Background: an optimization exercise with open tools, aiming at small area, a short achievable clock period and few clock cycles. Do not read the settings as production practice.
Function was not checked in any run shown here: the RTL went through the layout flow alone.

$ cat flow/design.v
module sdiv_op #(parameter INPUTS = 2,
		parameter OUTPUTS = 1,
		parameter DATA_IN_SIZE = 32,
		parameter DATA_OUT_SIZE = 32)
		(
		input clk,
		input rst,
		input [INPUTS * (DATA_IN_SIZE)- 1 : 0]data_in_bus,
		input [INPUTS - 1 : 0]valid_in_bus,
		output [INPUTS - 1 : 0] ready_in_bus,
		output [OUTPUTS * (DATA_OUT_SIZE) - 1 : 0]data_out_bus,
		output [OUTPUTS - 1 : 0]valid_out_bus,
		input [OUTPUTS - 1 : 0] ready_out_bus
);
	localparam S_ACC = 2'd0, S_PRE = 2'd1, S_SHF = 2'd2, S_DIV = 2'd3;
	reg [1:0]  state;
	reg        rdy;       
	reg [1:0]  rin;       
	reg [1:0]  got;       
	reg        ov;        
	reg [31:0] r;         
	reg [31:0] d;         
	reg [31:0] q;         
	reg [4:0]  cnt;       
	reg        sa, sb;    
	function [4:0] msb;
		input [31:0] x;
		reg [15:0] v1; reg [15:0] p1;
		reg [7:0]  v2; reg [15:0] p2;
		reg [3:0]  v3; reg [11:0] p3;
		reg [1:0]  v4; reg [7:0]  p4;
		integer i;
		begin
			for (i = 0; i < 16; i = i + 1) begin
				v1[i] = x[2*i+1] | x[2*i];
				p1[i] = x[2*i+1];
			end
			for (i = 0; i < 8; i = i + 1) begin
				v2[i] = v1[2*i+1] | v1[2*i];
				p2[2*i +: 2] = v1[2*i+1] ? {1'b1, p1[2*i+1]} : {1'b0, p1[2*i]};
			end
			for (i = 0; i < 4; i = i + 1) begin
				v3[i] = v2[2*i+1] | v2[2*i];
				p3[3*i +: 3] = v2[2*i+1] ? {1'b1, p2[2*(2*i+1) +: 2]} : {1'b0, p2[2*(2*i) +: 2]};
			end
			for (i = 0; i < 2; i = i + 1) begin
				v4[i] = v3[2*i+1] | v3[2*i];
				p4[4*i +: 4] = v3[2*i+1] ? {1'b1, p3[3*(2*i+1) +: 3]} : {1'b0, p3[3*(2*i) +: 3]};
			end
			msb = v4[1] ? {1'b1, p4[7:4]} : {1'b0, p4[3:0]};
		end
	endfunction
	wire [1:0] rdy2 = {2{rdy}} & ~got;    
	assign ready_in_bus = rin;
	wire [1:0] fire = valid_in_bus & rdy2;
	wire [1:0] got_n = got | fire;
	wire qfree = ~ov | ready_out_bus[0];
	wire sq = sa ^ sb;
	wire [31:0] ain = data_in_bus[31:0];
	wire [31:0] bin = data_in_bus[63:32];
	wire [31:0] aabs;
	sdiv_abs u_abs (.a(ain), .y(aabs));
	wire [31:0] diff;
	wire qb;
	sdiv_sub u_sub (.r(r), .d(d), .cin(~sb), .diff(diff), .ge(qb));
	wire take = rdy & (&got_n);
	assign valid_out_bus = ov;
	assign data_out_bus = q;
	reg [1:0] state_n;
	reg       rdy_n, ov_n;
	reg [1:0] got_nx;
	always @* begin
		state_n = state;
		rdy_n = rdy;
		ov_n = ov & ~ready_out_bus[0];
		got_nx = got;
		if (rdy) got_nx = take ? 2'b00 : got_n;
		case (state)
			S_ACC: if (take) begin
				state_n = S_PRE;
				rdy_n = 1'b0;
			end
			S_PRE: if (qfree) begin
				if (~qb) begin
					ov_n = 1'b1;
					state_n = S_ACC;
					rdy_n = 1'b1;
				end else
					state_n = S_SHF;
			end
			S_SHF: begin
				state_n = S_DIV;
				rdy_n = (cnt == 5'd0);
			end
			default: begin
				rdy_n = (cnt == 5'd1);
				if (cnt == 5'd0) begin
					ov_n = 1'b1;
					if (take) state_n = S_PRE;
					else begin
						state_n = S_ACC;
						rdy_n = 1'b1;
					end
				end
			end
		endcase
	end
	always @(posedge clk, posedge rst)
		if (rst) begin
			state <= S_ACC;
			rdy <= 1'b1;
			rin <= 2'b11;
			got <= 2'b00;
			ov <= 1'b0;
		end else begin
			state <= state_n;
			rdy <= rdy_n;
			rin <= {2{rdy_n}} & ~got_nx;
			got <= got_nx;
			ov <= ov_n;
		end
	wire [4:0] cnt_n = msb(r) - msb(d);
	always @(posedge clk) begin
		case (state)
			S_PRE: if (qfree) begin
				cnt <= cnt_n;
				q <= {32{sq & qb}};
				if (sq) r <= diff;
			end
			S_SHF: d <= (d << cnt) | ({32{sb}} >> (6'd32 - {1'b0, cnt}));
			S_DIV: begin
				if (qb) r <= diff;
				q <= {q[30:0], qb ^ sq};
				d <= d >> 1;
				cnt <= cnt - 5'd1;
			end
			default: ;
		endcase
		if (rdy2[0]) begin
			r <= aabs;
			sa <= ain[31];
		end
		if (rdy2[1]) begin
			d <= bin ^ {32{bin[31]}};
			sb <= bin[31];
		end
	end
endmodule
module sdiv_sub (
	input  [31:0] r,
	input  [31:0] d,
	input         cin,
	output [31:0] diff,
	output        ge
);
	reg [31:0] kg, kp, kgn, kpn;
	reg [32:0] cy;
	integer i, s;
	always @* begin
		kg = r & ~d;
		kp = r | ~d;
		for (s = 1; s < 32; s = s * 2) begin
			kgn = kg; kpn = kp;
			for (i = s; i < 32; i = i + 1) begin
				kgn[i] = kg[i] | (kp[i] & kg[i-s]);
				kpn[i] = kp[i] & kp[i-s];
			end
			kg = kgn; kp = kpn;
		end
		cy[0] = cin;
		for (i = 0; i < 32; i = i + 1) cy[i+1] = kg[i] | (kp[i] & cin);
	end
	assign diff = r ^ ~d ^ cy[31:0];
	assign ge = cy[32];
endmodule
module sdiv_abs (
	input  [31:0] a,
	output [31:0] y
);
	reg [31:0] po, pon;
	integer m, t;
	always @* begin
		po = {a[30:0], 1'b0};
		for (t = 1; t < 32; t = t * 2) begin
			pon = po;
			for (m = t; m < 32; m = m + 1) pon[m] = po[m] | po[m-t];
			po = pon;
		end
	end
	assign y = a ^ ({32{a[31]}} & po);
endmodule
$ cat flow/run.sh
#!/bin/bash
# synth_recipe.tcl (not shown) runs the flow's synth.tcl, then flattens the netlist and writes it again
# the make line also repeats each setting of config.mk as NAME=value (left out here)
make -C /OpenROAD-flow-scripts/flow DESIGN_CONFIG=/design/flow/config.mk WORK_HOME=/design/flow/orfs CLKGATE_MAP_FILE= SYNTH_SCRIPT=/design/flow/synth_recipe.tcl finish
$ cat flow/config.mk
export PLATFORM = sky130hd
export DESIGN_NAME = sdiv_op
export DESIGN_NICKNAME = sdiv_op
export VERILOG_FILES = /design/flow/design.v
export SDC_FILE = /design/flow/constraint.sdc
export NUM_CORES = 4
export LEC_CHECK = 0
export CAP_MARGIN = 20
export CORE_MARGIN = 2
export CORE_UTILIZATION = 45
export PLACE_DENSITY = 0.6
export SETUP_SLACK_MARGIN = 2.4
export SLEW_MARGIN = 20
export SYNTH_HIERARCHICAL = 1
$ cat flow/constraint.sdc
create_clock -name core_clock -period 5.0 [get_ports {clk}]
set_input_delay 1.0000 -clock core_clock [delete_from_list [all_inputs] [get_ports {clk}]]
set_output_delay 1.0000 -clock core_clock [all_outputs]
set_load 0.01 [all_outputs]
==> impl_metrics.toml, run 1 <==
[setup_path]
slowest_stage = "or4_4"
cp.arrival_ns = 3.35
crit_required_ns = 5.12
cp-end-kind = "flop"
cp_common_cell = "xnor2_1"
critPathBufInv = 1
r2r_slack_ns = 1.77
worstRegToRegCells = 13
startpoint_type = "flop"
critPathTopFamily = "simple AND/OR/NAND/NOR gates"
critPathKind = "flop to flop"
rr_endpoint = "cnt[4]"
max_stage_delay_ns = 0.59
crit_chain = "or4_4, nor4b_4, nand2_2, o211ai_1, o221ai_2, ha_2, fa_2, inv_1, a21o_1, a21oi_2, xnor2_1, xnor2_1, a21oi_1"
r2r_start = "r[20]"
critPathMaxFanout = 3

[clock_tree]
cts_root_buffer = "clkbuf_16"
insertion_delay_ns = 0.38
clock_sinks = 111
path_clk_slew_ns = 0.10
tritoncts = "done"
cts_buffer_depth = 2
cts-buffers-inserted = 9
cts_htree_levels = 3
ctsHoldBuffers = 0

[floorplanning]
initial_core_util_pct = 45.55
rows = 58
core_area_um2 = 25040
fp.dieW_um = 163.2
dieArea_um2 = 26630
die_h_um = 163.2
num_io_pins = 104

[sta]
relSlewSlack_pct = 24.49
maxClockFrequency_mhz = 309.7
tightest_slew_ns = 1.133
fin_skew_ns = 0.01338
hold_viol_final = 0
setup_tns_ns = 0
fin_crit_sh_pct = 64.58
period_needed_ns = 3.229
setup_viol = 0
rsz0062_at_grt = "yes"
slew_violations = 0

[yosys]
synth_area_per_cell_um2 = 9.116
syn_inst = 1251
synth_edf_count = 103
ys_async_sr_fraction_pct = 7.207
netlist_area_um2 = 11400
seq_area_frac_synth_pct = 28.91
syn-num-nets = 1398
yosys.area.top_type_share_pct = 27.12
ys_top_cells_by_area = "edfxtp_1 27%, ha_1 8.3%, mux2_2 4.9%"
yosysTopAreaCell = "edfxtp_1"
ys.flop_type = "edfxtp_1"
ys_ff_latch = 111
yosys_warnings = 9
synth_cell_types = 95

[finish]
synthToLayoutAreaGrowth_pct = 40.03
drive_above_1_share_pct = 34.21
fill_cells = 2075
diodes = 0
nets = 1633
register_area_um2 = 3297
multi_input_area_um2 = 8841
final_core_util_pct = 63.79

[placed_design]
hpwl_mm = 26.06
gp_congestion = 0.9446
port_buffers = 103

[route]
wl_per_cell_um = 22.68
vias = 11216
drc = 0
drtIter0Drc = 863
drt_pass1_iterations = 6
via_per_inst = 6.159
drt_wl_total_mm = 41.30
ant_nets = 0

[min_path]
min_from = "q[30]"
hp-class = "flop to flop"
hold-path-endpoint = "q[31]"
whs_path_depth = 1

[global_route]
grt_pass1_vias = 10301
overflow = 0
grt_pass1_wl_mm = 60.75
antenna_found_initial = 0
grt_use_total_pct = 29.74
grt_max_degree = 51

[flow_run]
drv_cap = 0

[outcome]
status = "finished clean"
[per-module statistics from Yosys (local to each module, per instance)]
module | flops+latches | area [um2] | copies in the design | cells inside
sdiv_op | 111 | 7943 | 1 | 781
sdiv_abs | 0 | 769.5 | 1 | 90
sdiv_sub | 0 | 2693 | 1 | 380
[stage by stage]
step,area (um2),hold slack [ns],std cells,worst slack (ns)
finish,15970,0.5496,1821,1.771
global route,15970,0.5695,1821,1.585
floorplan,11800,0.5415,1251,1.998
detailed placement,12920,0.5357,1632,1.321
global placement,12920,0.5270,1632,1.332
CTS,14900,0.5551,1763,1.790
[layout by cell type (no fill, tap or decap), drive strengths merged, types with 10 or more instances in the layout]
| cell | n |
|---|---|
| nor2 | 81 |
| xnor2 | 58 |
| or4 | 10 |
| xor2 | 41 |
| nand2b | 16 |
| a21oi | 80 |
| edfxtp | 103 |
| nand2 | 77 |
| o21ai | 64 |
| o22ai | 28 |
| mux2i | 37 |
| clkbuf | 13 |
| o211ai | 17 |
| mux4 | 13 |
| ha | 76 |
| a31oi | 22 |
| o41ai | 16 |
| clkdlybuf4s50 | 76 |
| nand3 | 17 |
| dlygate4sd2 | 10 |
| mux2 | 50 |
| o21a | 10 |
| a21o | 39 |
| nor2b | 18 |
| inv | 120 |
| buf | 188 |
| nor4 | 16 |
| o21bai | 12 |
| nor3 | 34 |
| o31ai | 21 |
[layout make-up]
type	count	area share [%]
Clock buffer	9	1.410
Sequential cell	111	20.64
Multi-Input combinational cell	963	55.36
Tap cell	330	2.585
Clock inverter	7	0.5876
Timing Repair Buffer	285	16.60
Inverter	116	2.813
[flip-flops by register name, indices dropped and copies added, names as in the netlist]
name and cells:
cnt 5, d 32, got 2, ov 1
q 32, r 32, rdy 1, rin 2
sa 1, sb 1, state 2
[per-layer routing]
metal,global-route usage (%),share of wire (%)
met5,0,0
met2,47.39,47
met4,11.63,3.9
met3,4.825,7.3
met1,40.43,42
[synth_stat cells, types with 10 or more instances]
master,count
a21o_1,39
a21oi_1,78
a31oi_1,22
clkbuf_1,41
edfxtp_1,103
ha_1,76
inv_1,110
mux2_2,50
mux2i_1,37
mux4_2,12
nand2_1,74
nand2b_1,16
nand3_1,16
nor2_1,80
nor2b_1,18
nor3_1,29
nor4_1,13
o211ai_1,17
o21a_1,10
o21ai_0,60
o21bai_1,11
o22ai_1,28
o31ai_1,18
xnor2_1,58
xor2_1,41
[timing repair]
item,in CTS,in global routing
gates resized for setup,199,149
pin swaps,58,45
setup buffers,110,56
setup endpoints to repair,149,135
gates cloned,5,2
[cell families (layout without fill, tap and decap cells)]
| logic type | Yosys count | in the layout | share of synthesized area, % |
|---|---|---|---|
| AND/OR/NAND/NOR | 304 | 309 | 13.91 |
| multiplexers | 100 | 100 | 10.78 |
| XOR/XNOR | 99 | 99 | 7.603 |
| adder cells (fa/ha/maj) | 78 | 78 | 8.689 |
| AO/OA/AOI/OAI | 377 | 377 | 23.39 |
| buffers and inverters | 182 | 417 | 6.714 |
| flip-flops | 111 | 111 | 28.91 |
[worst max path at each step]
stage	start	endpoint	slack, ns	cells after the start
after floorplan	r[22]	cnt[4]	2.00	13
after global placement	d[9]	q[29]	1.33	11
after detailed placement	data_in_bus[2]	r[28]	1.32	6
after CTS	r[20]	cnt[4]	1.79	13
after global routing	d[30]	cnt[4]	1.58	14
final	r[20]	cnt[4]	1.77	13
==> inputs of run 2 (changes only) <==
--- a/flow/config.mk
+++ b/flow/config.mk
@@ -13,2 +13 @@
 export SLEW_MARGIN = 20
-export SYNTH_HIERARCHICAL = 1
==> run 2 against run 1 <==
  * Still clean
  * Global-route usage shrank 1.1 points
  * Cell area is 11% lower
  * Worst hold slack better by 0.0078 ns
  * Sequential share of layout area rose by 2.6 points
  * Fmax fell by 4.6%
  * Sequential cell count did not move
  * First-iteration DRC count is 10% higher
  * Largest cell class unchanged
==> impl_metrics.toml, run 2 <==
[sta]
fin_crit_sh_pct = 67.69
rsz0062_at_grt = "yes"
setup_tns_ns = 0
setup_viol = 0
relSlewSlack_pct = 38.26
maxClockFrequency_mhz = 295.5
period_needed_ns = 3.385
fin_skew_ns = 0.01102
slew_violations = 0
hold_viol_final = 0
whs_ns = 0.5574
tightest_slew_ns = 0.9260

[finish]
register_area_um2 = 3297
final_common_cell = "edfxtp_1"
final_cell_count_no_fill = 1654
top_regs = "d: 32 flops, q: 32 flops, r: 32 flops"
diodes = 0
multi_input_area_um2 = 7436
synthToLayoutAreaGrowth_pct = 37.34
drive_above_1_share_pct = 27.39
layout_common_cells = "103 x edfxtp_1, 100 x nand2_1, 98 x buf_4"
fill_cells = 1954
nets = 1507

[clock_tree]
cts-buffers-inserted = 9
path_clk_slew_ns = 0.08
cts_buffer_depth = 2
ctsHoldBuffers = 0
cts_root_buffer = "clkbuf_16"
cts_htree_levels = 3
tritoncts = "done"
insertion_delay_ns = 0.37
clock_sinks = 111

[min_path]
whs_path_depth = 1
hold-path-endpoint = "q[4]"
min_from = "q[3]"
hp-class = "flop to flop"

[route]
drtIter0Drc = 949
drt_pass1_iterations = 6
drt_wl_total_mm = 35.24
drc = 0
ant_nets = 0
wl_per_cell_um = 21.30
vias = 9981
via_per_inst = 6.034

[global_route]
grt_pass1_vias = 9577
grt_max_degree = 61
antenna_found_initial = 0
grt_use_total_pct = 28.63
grt_pass1_wl_mm = 53.85
overflow = 0

[yosys]
synth_area_per_cell_um2 = 8.888
synth_cell_types = 70
syn-num-nets = 1306
ys_top_cells_by_area = "edfxtp_1 30%, ha_1 8.7%, mux4_2 7.0%"
seq_area_frac_synth_pct = 31.90
syn_inst = 1163
netlist_area_um2 = 10340
ys.flop_type = "edfxtp_1"
yosys.area.top_type_share_pct = 29.92
yosysMostFrequentCell = "nand2_1"
yosys_warnings = 3
yosysTopAreaCell = "edfxtp_1"
ys_async_sr_fraction_pct = 7.207
ys_ff_latch = 111
yosys-top-cells-count = "112 x nand2_1, 103 x edfxtp_1, 101 x o21ai_0"
synth_edf_count = 103

[setup_path]
cp-end-kind = "flop"
worstRegToRegCells = 14
crit_required_ns = 5.10
rr_endpoint = "r[14]"
r2r_slack_ns = 1.68
critPathKind = "input pin to flop"
cp.arrival_ns = 3.49
r2r_start = "d[1]"
startpoint_type = "input pin"
critPathMaxFanout = 3

[floorplanning]
initial_core_util_pct = 45.79
dieArea_um2 = 24200
fp.dieW_um = 155.6
die_h_um = 155.6
core_area_um2 = 22570
rows = 55
num_io_pins = 104

[placed_design]
hpwl_mm = 23.56
gp_congestion = 0.9519
post-place-cells = 1504
port_buffers = 103

[flow_run]
drv_cap = 0

[outcome]
status = "finished clean"
-- run 2: cell types whose count changed after synthesis, moves of 19 or more --
cell and change:
mux2_2 -48, o21ai_0 +41, nand2_1 +38, o22ai_1 -25, mux2i_1 -22, o211ai_1 +21, mux4_2 +20, xnor2_1 +19
xor2_1 -19
-- run 2: stage by stage --
stage	setup slack [ns]	utilization, %	cell area, um2
3_5_place_dp	0.8853	52.02	11740
3_3_place_gp	0.9099	52.01	11740
4_1_cts	1.551	59.62	13460
5_1_grt	1.575	62.89	14200
6_report	1.615	62.89	14200
2_1_floorplan	1.542	-	10560
-- run 2: layout make-up --
cell class                      count  share of cell area, %
Tap cell                          285                  2.512
Timing Repair Buffer              252                  17.03
Sequential cell                   111                  23.22
Multi-Input combinational cell    890                  52.38
Clock buffer                        9                  1.586
Inverter                          100                  2.741
Clock inverter                      7                 0.5288
-- run 2: worst max-delay path by stage --
stage                    start     to  depth (start not counted)
3_5_place_dp   data_in_bus[16]  r[28]                          9
2_1_floorplan  data_in_bus[18]  r[28]                          8
5_1_grt                   d[1]  r[14]                         14
3_3_place_gp              d[1]  q[22]                         11
4_1_cts        data_in_bus[14]  r[28]                          9
6_report       data_in_bus[18]  r[30]                         10
-- run 2: cell families after synthesis --
group	synth area share, %
AO/OA/AOI/OAI	22.16
AND/OR/NAND/NOR	13.75
buffers and inverters	6.053
flip-flops	31.90
XOR/XNOR	8.389
adder cells (fa/ha/maj)	9.103
multiplexers	8.643
-- run 2: per-layer routing --
metal / global-route usage (%) / share of wire (%) / vias to the layer above
met4: 9.087 / 2.7 / 0
li1: - / - / 4669
met2: 44.31 / 46 / 393
met5: 0 / 0 / -
met3: 4.306 / 6.4 / 58
met1: 41.43 / 45 / 4861
-- run 2: worst max-delay path, cell delays in order --
cell and delay [ns]:
buf_6 0.09, or4_4 0.53, or4_4 0.50, or4_4 0.43, or2_4 0.27, buf_6 0.13
nand2b_4 0.15, o21ai_2 0.15, xor2_1 0.15, mux2i_1 0.08
-- run 2: repair_timing --
item	in CTS	in global routing
cloned	7	1
gates resized for setup	212	118
pin swaps	54	69
endpoints found under the setup margin	132	127
endpoints found under the hold margin	0	0
setup buffers	88	38

## separate check: timing with driven ports
The results above use ideal ports. As a check the final layouts listed here were re-extracted and re-timed, cells and wires unchanged.
Step 1 (the two cells are an assumption about what drives the block):
set clk [get_ports {clk}]
set_driving_cell -lib_cell sky130_fd_sc_hd__clkbuf_16 $clk
set_driving_cell -lib_cell sky130_fd_sc_hd__buf_2 [delete_from_list [all_inputs] $clk]
Step 2, shift: input delay + t, output delay - t, t = (earliest + latest rising clock arrival at the registers) / 2. This alone moves slack from input paths to output paths.
Slacks: no drivers / after step 1 / after step 2; pairs: no drivers / after step 1.
run | t (ns) | setup slack, ns | worst setup path after step 2 | worst data-port slew with drivers (ns)
run 1 | 0.418 | 1.771 / 1.771 / 1.771 | register to register | 0.05
run 2 | 0.414 | 1.615 / 1.618 / 1.203 | input to register | 0.06
After both steps every run listed still meets setup and hold. For run 2, which loses most, drivers alone change the setup slack by +0.003 ns; drivers and shift together by -0.412 ns.
